Source: an optimization exercise on an open RTL-to-GDS flow (aim: small area). Production flows keep margins and buffers that such runs may drop. In this exercise RTL edits were held to simulation tests only and were not proved equivalent to the original. The clock input has no modelled driver; a real chip could not lean on it and would need a root buffer or a full tree.

Setup of run 1:
==> flow/design.v <==
`timescale 1ns / 100ps
module crc(
  input [7:0] data_in,
  input crc_en,
  output [31:0] crc_out,
  input rst,
  input clk);
  reg [31:0] lfsr_q;
  wire [31:0] lfsr_c;
  wire [7:0] e = (lfsr_q[31:24] ^ data_in) & {8{~rst}};
  wire [30:0] t;
  assign t[0] = e[0] ^ e[6];
  assign t[1] = e[3] ^ e[7];
  assign t[2] = e[1] ^ e[2];
  assign t[3] = e[4] ^ e[5];
  assign t[4] = e[7] ^ t[2];
  assign t[5] = e[1] ^ t[0];
  assign t[6] = e[2] ^ e[6];
  assign t[7] = e[5] ^ t[6];
  assign t[8] = t[1] ^ t[3];
  assign t[9] = t[7] ^ t[8];
  assign t[10] = t[2] ^ t[3];
  assign t[11] = t[0] ^ t[4];
  assign t[12] = e[0] ^ t[3];
  assign t[13] = t[11] ^ t[12];
  assign t[14] = t[9] ^ t[11];
  assign t[15] = e[6] ^ t[14];
  assign t[16] = t[13] ^ t[15];
  assign t[17] = t[10] ^ t[14];
  assign t[18] = t[2] ^ t[15];
  assign t[19] = t[5] ^ t[8];
  assign t[20] = t[8] ^ t[10];
  assign t[21] = t[2] ^ t[7];
  assign t[22] = e[4] ^ e[7];
  assign t[23] = e[1] ^ t[15];
  assign t[24] = e[2] ^ e[3];
  assign t[25] = t[0] ^ t[10];
  assign t[26] = e[7] ^ t[5];
  assign t[27] = t[6] ^ t[13];
  assign t[28] = t[17] ^ t[26];
  assign t[29] = e[7] ^ t[6];
  assign t[30] = e[6] ^ t[1];
  assign lfsr_c[0] = t[0] | rst;
  assign lfsr_c[1] = t[26] | rst;
  assign lfsr_c[2] = t[11] | rst;
  assign lfsr_c[3] = t[20] | rst;
  assign lfsr_c[4] = t[18] | rst;
  assign lfsr_c[5] = t[19] | rst;
  assign lfsr_c[6] = t[13] | rst;
  assign lfsr_c[7] = t[16] | rst;
  assign lfsr_c[8] = lfsr_q[0] ^ t[14];
  assign lfsr_c[9] = lfsr_q[1] ^ t[10];
  assign lfsr_c[10] = lfsr_q[2] ^ t[17];
  assign lfsr_c[11] = lfsr_q[3] ^ t[14];
  assign lfsr_c[12] = lfsr_q[4] ^ t[25];
  assign lfsr_c[13] = lfsr_q[5] ^ t[28];
  assign lfsr_c[14] = lfsr_q[6] ^ t[9];
  assign lfsr_c[15] = lfsr_q[7] ^ t[8];
  assign lfsr_c[16] = lfsr_q[8] ^ t[12];
  assign lfsr_c[17] = lfsr_q[9] ^ t[21];
  assign lfsr_c[18] = lfsr_q[10] ^ t[29];
  assign lfsr_c[19] = lfsr_q[11] ^ t[1];
  assign lfsr_c[20] = lfsr_q[12] ^ e[4];
  assign lfsr_c[21] = lfsr_q[13] ^ e[5];
  assign lfsr_c[22] = lfsr_q[14] ^ e[0];
  assign lfsr_c[23] = lfsr_q[15] ^ t[5];
  assign lfsr_c[24] = lfsr_q[16] ^ t[4];
  assign lfsr_c[25] = lfsr_q[17] ^ t[24];
  assign lfsr_c[26] = lfsr_q[18] ^ t[23];
  assign lfsr_c[27] = lfsr_q[19] ^ t[27];
  assign lfsr_c[28] = lfsr_q[20] ^ t[7];
  assign lfsr_c[29] = lfsr_q[21] ^ t[30];
  assign lfsr_c[30] = lfsr_q[22] ^ t[22];
  assign lfsr_c[31] = lfsr_q[23] ^ e[5];
  assign crc_out = lfsr_q;
  always @(posedge clk)
    lfsr_q <= lfsr_c;
endmodule  
`timescale 1ns / 100ps
module TX_MAC (
	TX_CLK,
	SYS_RST,
	TX_START,
	TX_BUSY,
	GMII_TXD,
	GMII_TX_EN,
	CONTROL_IN
);
input wire TX_CLK;
input wire SYS_RST;
input wire TX_START;
output wire TX_BUSY;
output wire [7:0] GMII_TXD;
output wire GMII_TX_EN;
input wire [7:0] CONTROL_IN;
reg tx_start_d;
reg tx_start_dd;
reg pre;	 
reg pay_f;	 
reg tail_f;	 
reg [7:0] cnt;
reg [7:0] hold;		 
wire [31:0] crc_out;
wire idle = ~(pre | pay_f | tail_f);
wire pay = pay_f & ~tail_f;
wire pad = pay_f & tail_f;
wire tail = tail_f & ~pay_f;
wire crc_reset = idle | (pre & ~cnt[3]);
crc inst_crc(
  .data_in(GMII_TXD),
  .crc_en(1'b1),
  .crc_out(crc_out),
  .rst(crc_reset),
  .clk(TX_CLK)
);
always @(posedge TX_CLK) begin
	if(SYS_RST) begin
		tx_start_d <= 1'b0;
		tx_start_dd <= 1'b0;
	end
	else begin
		tx_start_d <= TX_START;
		tx_start_dd <= tx_start_d;
	end
end
wire pre_first = pre & (cnt[3:0] == 4'd0);
wire pre_55 = pre & ~cnt[3] & (cnt[2:0] != 3'd0);
wire pre_sfd = pre & cnt[3] & ~cnt[0];
wire pre_len = pre & cnt[3] & cnt[0];
wire out_hold = pre_len | (tail & ~cnt[3] & ~(cnt[2] & (cnt[1] | cnt[0])));	 
wire out_55 = pre_55 | pre_sfd;
assign TX_BUSY = ~idle;
assign GMII_TX_EN = ~idle & ~pre_first;
assign GMII_TXD = ({8{pay}} & cnt) | ({8{out_hold}} & hold) |
		  {pre_sfd, out_55, 1'b0, out_55, 1'b0, out_55, 1'b0, out_55};
wire min_len = cnt[7] | cnt[6] | (cnt[5] & cnt[4] & (cnt[3] | cnt[2] | cnt[1]));	 
wire pay_end = pay & (cnt == hold);
wire to_tail = (pay_end & min_len) | (pad & (cnt[5:0] == 6'd50));
always @(posedge TX_CLK) begin
	if(SYS_RST) begin
		pre <= 1'b0;
		pay_f <= 1'b0;
		tail_f <= 1'b0;
	end
	else begin
		pre <= (idle & tx_start_d & ~tx_start_dd) | (pre & ~pre_len);
		pay_f <= pre_len | (pay_f & ~to_tail);
		tail_f <= (pay_end & ~min_len) | (pad & ~to_tail) | to_tail | (tail & ~cnt[4]);
	end
end
wire h_ctl = pre & (cnt[2:0] == 3'd7);
wire h_keep = (pre & ~h_ctl) | (pay & ~pay_end) | pad & ~to_tail;
wire h_b0 = to_tail;
wire h_b1 = tail & (cnt[3:0] == 4'd1);
wire h_b2 = tail & (cnt[3:0] == 4'd2);
wire h_b3 = tail & (cnt[3:0] == 4'd3);
always @(posedge TX_CLK) begin
	cnt <= ({8{~idle & ~pre_len & ~to_tail}} & (cnt + 1'b1)) | {7'd0, to_tail};
	hold <= ({8{h_ctl}} & CONTROL_IN) | ({8{h_keep}} & hold) |
		({8{h_b0}} & crc_out[7:0]) | ({8{h_b1}} & crc_out[15:8]) |
		({8{h_b2}} & crc_out[23:16]) | ({8{h_b3}} & crc_out[31:24]);
end
endmodule
==> flow/config.mk <==
export PLATFORM = sky130hd
export DESIGN_NAME = TX_MAC
export DESIGN_NICKNAME = TX_MAC
export VERILOG_FILES = /design/flow/design.v
export SDC_FILE = /design/flow/constraint.sdc
export NUM_CORES = 4
export LEC_CHECK = 0
export CAP_MARGIN = 20
export CORE_MARGIN = 2
export CORE_UTILIZATION = 40
export GPL_TIMING_DRIVEN = 0
export SLEW_MARGIN = 20
==> flow/constraint.sdc <==
create_clock -name core_clock -period 8.0 [get_ports {TX_CLK}]
set_input_delay 1.6000 -clock core_clock [delete_from_list [all_inputs] [get_ports {TX_CLK}]]
set_output_delay 1.6000 -clock core_clock [all_outputs]
set_load 0.01 [all_outputs]
standard.sh (not shown) runs the stock make flow with config.mk's settings and CLKGATE_MAP_FILE= SYNTH_SCRIPT=/design/flow/synth_recipe.tcl, a recipe that flattens the netlist after the stock synthesis.
==> flow/flow/run.sh <==
#!/bin/bash
# The standard flow (standard.sh) with changes that only affect how the
# logic is mapped and sized:
#  - synthesis is synth_recipe.tcl unchanged except that ABC maps with an
#    area-oriented script (flow/abc_area.script, see flow/abc_proc.tcl);
#  - port buffers use the smallest buffer cell (buf_1);
#  - combinational cells are swapped to their smallest drive strength right
#    after floorplanning (flow/downsize.tcl); the later repair steps upsize
#    again where timing, slew or capacitance need it;
set -e
HERE=$(pwd)
export FLOW_ABC_SCRIPT="$HERE/flow/abc_area.script"
{ head -n 1 synth_recipe.tcl; cat flow/abc_proc.tcl; tail -n +2 synth_recipe.tcl; } > my_synth.tcl
sed "s|SYNTH_SCRIPT=[^ ]*synth_recipe.tcl|SYNTH_SCRIPT=$HERE/my_synth.tcl|" standard.sh > my_standard.sh
grep -q "SYNTH_SCRIPT=$HERE/my_synth.tcl" my_standard.sh
export BUFFER_PORTS_ARGS="-buffer_cell sky130_fd_sc_hd__buf_1"
export POST_FLOORPLAN_TCL="$HERE/flow/downsize.tcl"
export CTS_ARGS="-sink_clustering_enable -repair_clock_nets -dont_use_dummy_load -buf_list sky130_fd_sc_hd__clkbuf_8"
export PRE_CTS_TCL="$HERE/flow/clkroot.tcl"
bash my_standard.sh > standard.log 2>&1
Other scripts of this flow, unchanged in this note and not shown: flow/flow/abc_area.script, flow/flow/abc_proc.tcl, flow/flow/clkroot.tcl, flow/flow/downsize.tcl
Run 1 went all the way through synthesis, placement and routing and the layout is clean on timing, DRC and antenna.
#### Input delta (run 2 over run 1)
--- a/flow/design.v
+++ b/flow/design.v
@@ -97,13 +97,11 @@
 reg tx_start_dd;
 reg pre;	 
-reg pay_f;	 
-reg tail_f;	 
+reg pay;	 
+reg pad;	 
+reg tail;	 
 reg [7:0] cnt;
 reg [7:0] hold;		 
 wire [31:0] crc_out;
-wire idle = ~(pre | pay_f | tail_f);
-wire pay = pay_f & ~tail_f;
-wire pad = pay_f & tail_f;
-wire tail = tail_f & ~pay_f;
+wire idle = ~(pre | pay | pad | tail);
 wire crc_reset = idle | (pre & ~cnt[3]);
 crc inst_crc(
@@ -140,11 +138,13 @@
 	if(SYS_RST) begin
 		pre <= 1'b0;
-		pay_f <= 1'b0;
-		tail_f <= 1'b0;
+		pay <= 1'b0;
+		pad <= 1'b0;
+		tail <= 1'b0;
 	end
 	else begin
 		pre <= (idle & tx_start_d & ~tx_start_dd) | (pre & ~pre_len);
-		pay_f <= pre_len | (pay_f & ~to_tail);
-		tail_f <= (pay_end & ~min_len) | (pad & ~to_tail) | to_tail | (tail & ~cnt[4]);
+		pay <= pre_len | (pay & ~pay_end);
+		pad <= (pay_end & ~min_len) | (pad & ~to_tail);
+		tail <= to_tail | (tail & ~cnt[4]);
 	end
 end
--- outcome ---
Delta (run 2 minus run 1): die area shows an increase of about 0.8%, post-synthesis average cell area shows a reduction of about 1.5%, buffer count excluding the clock tree in the final layout shows a reduction of 1, wire length of the first global-routing pass shows a reduction of 1.4%, number of standard cells in the layout, taps in and fillers out shows an increase of 1.4%.
The lower post-route worst hold slack of run 2 and run 1 is in run 2.

## static timing again, ports no longer ideal
No port has a modelled driver above. Below, the same layouts with a new extraction and two added sets of constraints.
Step 1 assumes that a clkbuf_16 drives the clock port and a buf_2 every other input.
Step 2 also shifts input and output timing later by t, the mid clock arrival at the registers, as if the neighbouring blocks saw the same clock.
a / b / c = ideal / step 1 / step 2; a / b = the first two.
run	t (ns)	setup WS [ns]	clock arrival spread, ns	worst slew at a driven data input, ns
run 1	0.195	3.067 / 3.067 / 3.067	0.016 / 0.017	0.03
run 2	0.207	2.970 / 2.971 / 2.971	0.015 / 0.016	0.03
After both steps setup and hold are still met in every run listed.
